What follows belongs to an exercise in optimizing a design on an open flow for small area; a production flow would make more cautious choices.
Function was checked by simulation only, so behaviour that the tests miss may differ from the original.
Power is estimated from default activity; no workload was simulated.

Setup of run A:
==> flow/design.v (excerpt) <==
module Regfile #(
   parameter  XLEN = 32
)(
   input              clk       ,
   input              resetz    ,
   input       [4:0]  rs1_addr  ,
   input       [4:0]  rs2_addr  ,
   input       [4:0]  rd_addr   ,
   input  [XLEN-1:0]  rd_wdata  ,
   output [XLEN-1:0]  rs1_data_o,
   output [XLEN-1:0]  rs2_data_o
);
clock: 6.0 ns
lec_check: 0
cap_margin: 5
core_margin: 2
core_utilization: 55
place_density: 0.68
setup_slack_margin: 0.05
slew_margin: 5
synth_hierarchical: 1
standard.sh (not shown) runs the stock make flow with config.mk's settings and CLKGATE_MAP_FILE= SYNTH_SCRIPT=/design/flow/synth_recipe.tcl, a recipe that flattens the netlist after the stock synthesis.
==> flow/flow/run.sh <==
#!/bin/bash
# The standard flow (bash standard.sh), with two changes to how the layout is
# made:
# - the port buffers are buf_1 cells rather than the delay cells ORFS picks
#   (the resizer still upsizes them where timing needs it);
# - CTS builds its tree from clkbuf_8 with clusters of at most 14 sinks
#   and 60 um, and inserts no dummy loads.
# The full output of make goes to flow_make.log in this folder; ORFS keeps
# each step's own log under orfs/logs.
set -euo pipefail
bash standard.sh \
  BUFFER_PORTS_ARGS="-buffer_cell sky130_fd_sc_hd__buf_1" \
  CTS_ARGS="-sink_clustering_enable -repair_clock_nets -dont_use_dummy_load -buf_list sky130_fd_sc_hd__clkbuf_8 -sink_clustering_size 14 -sink_clustering_max_diameter 60" \
  finish > flow_make.log 2>&1
The final report for run A shows a completed flow and a layout that fails verification, specifically capacitance limit, slew limit.
The following lists how run B was set up differently from run A:
Settings: CAP_MARGIN now 20, was 5; SLEW_MARGIN now 20, was 5.
-- flow/flow/run.sh --
<<< run A, line 6
# - CTS builds its tree from clkbuf_8 with clusters of at most 14 sinks
>>> run B, line 6
# - CTS builds its tree from clkbuf_8 with clusters of at most 16 sinks
<<< run A, line 13
  CTS_ARGS="-sink_clustering_enable -repair_clock_nets -dont_use_dummy_load -buf_list sky130_fd_sc_hd__clkbuf_8 -sink_clustering_size 14 -sink_clustering_max_diameter 60" \
>>> run B, line 13
  CTS_ARGS="-sink_clustering_enable -repair_clock_nets -dont_use_dummy_load -buf_list sky130_fd_sc_hd__clkbuf_8 -sink_clustering_size 16 -sink_clustering_max_diameter 60" \
Results
- Per the comparison of run B with run A, static leakage power roughly the same, die extent in x ~0 delta.
- Run B finished every step from synthesis to the final layout, and the layout passed the timing, DRC and antenna checks.
- Total buffers and inverters traversed by the critical path, run B and run A: smaller value in run A
- On clock group share of total power: between run B and run A, it ends up lower for run B.
- Taking run A as the reference, in run B clock buffer count in the final layout -about 9%, cell depth of the worst setup path grew by 1.
- Against run A as the reference, run B delivers a lower synthesis-to-layout area growth.
- [run B] antenna cell count fell 3 relative to run A
- Diff run A..run B | summed instance area of the synthesized netlist | unchanged
- Part of the cycle the worst path needs in run B is 0.34 points higher than in run A
--- input diff run B..run C ---
Settings: a change of PLACE_DENSITY from 0.68 to 0.72; a change of CORE_UTILIZATION from 55 to 60.
==> flow/flow/run.sh <==
#!/bin/bash
# The standard flow, with three changes to how the layout is made:
# - the port buffers are buf_2 cells rather than the delay cells ORFS picks;
# - CTS uses clkbuf_8 and inserts no dummy loads;
# The full output of make goes to flow_make.log in this folder (ORFS keeps each
# step's own log under orfs/logs).
set -euo pipefail
bash standard.sh \
  BUFFER_PORTS_ARGS="-buffer_cell sky130_fd_sc_hd__buf_2" \
  CTS_ARGS="-sink_clustering_enable -repair_clock_nets -dont_use_dummy_load -buf_list sky130_fd_sc_hd__clkbuf_8" \
  finish > flow_make.log 2>&1
Findings:
From run B to run C the numbers moved as follows: overall track demand over capacity in global routing rose 4.2 points, final period demand of the worst path shows a reduction of 0.16 ns, number of synthesized flops with an enable pin has remained practically unchanged, via count higher. Compared with run B, in run C level count of the clock H-tree has increased; utilization picked up an extra 7.4 points; net switching power rose about 5%; worst setup slack climbed 0.16 ns; arrival time reported for the critical path endpoint went down 0.16 ns.

[separate check: timing with driven ports]
No port has a modelled driver above. Below, the same layouts with a new extraction and two added sets of constraints. Step 1 assumes that a clkbuf_16 drives the clock port and a buf_2 every other input. Step 2, shift: input delay + t, output delay - t, t = (earliest + latest rising clock arrival at the registers) / 2. This alone moves slack from input paths to output paths. a / b / c = ideal ports / drivers / drivers and shift; a / b = the first two.
run	t, ns	setup slack, ns	hold slack, ns
run A	0.803	0.191 / 0.059 / 0.059	0.476 / 0.476 / 0.476
run B	0.791	0.171 / 0.062 / 0.062	0.477 / 0.477 / 0.477
run C	0.870	0.332 / 0.225 / 0.225	0.473 / 0.473 / 0.473
The setup slack of run A, which loses most, moves by -0.132 ns with the drivers and by -0.132 ns with both steps.
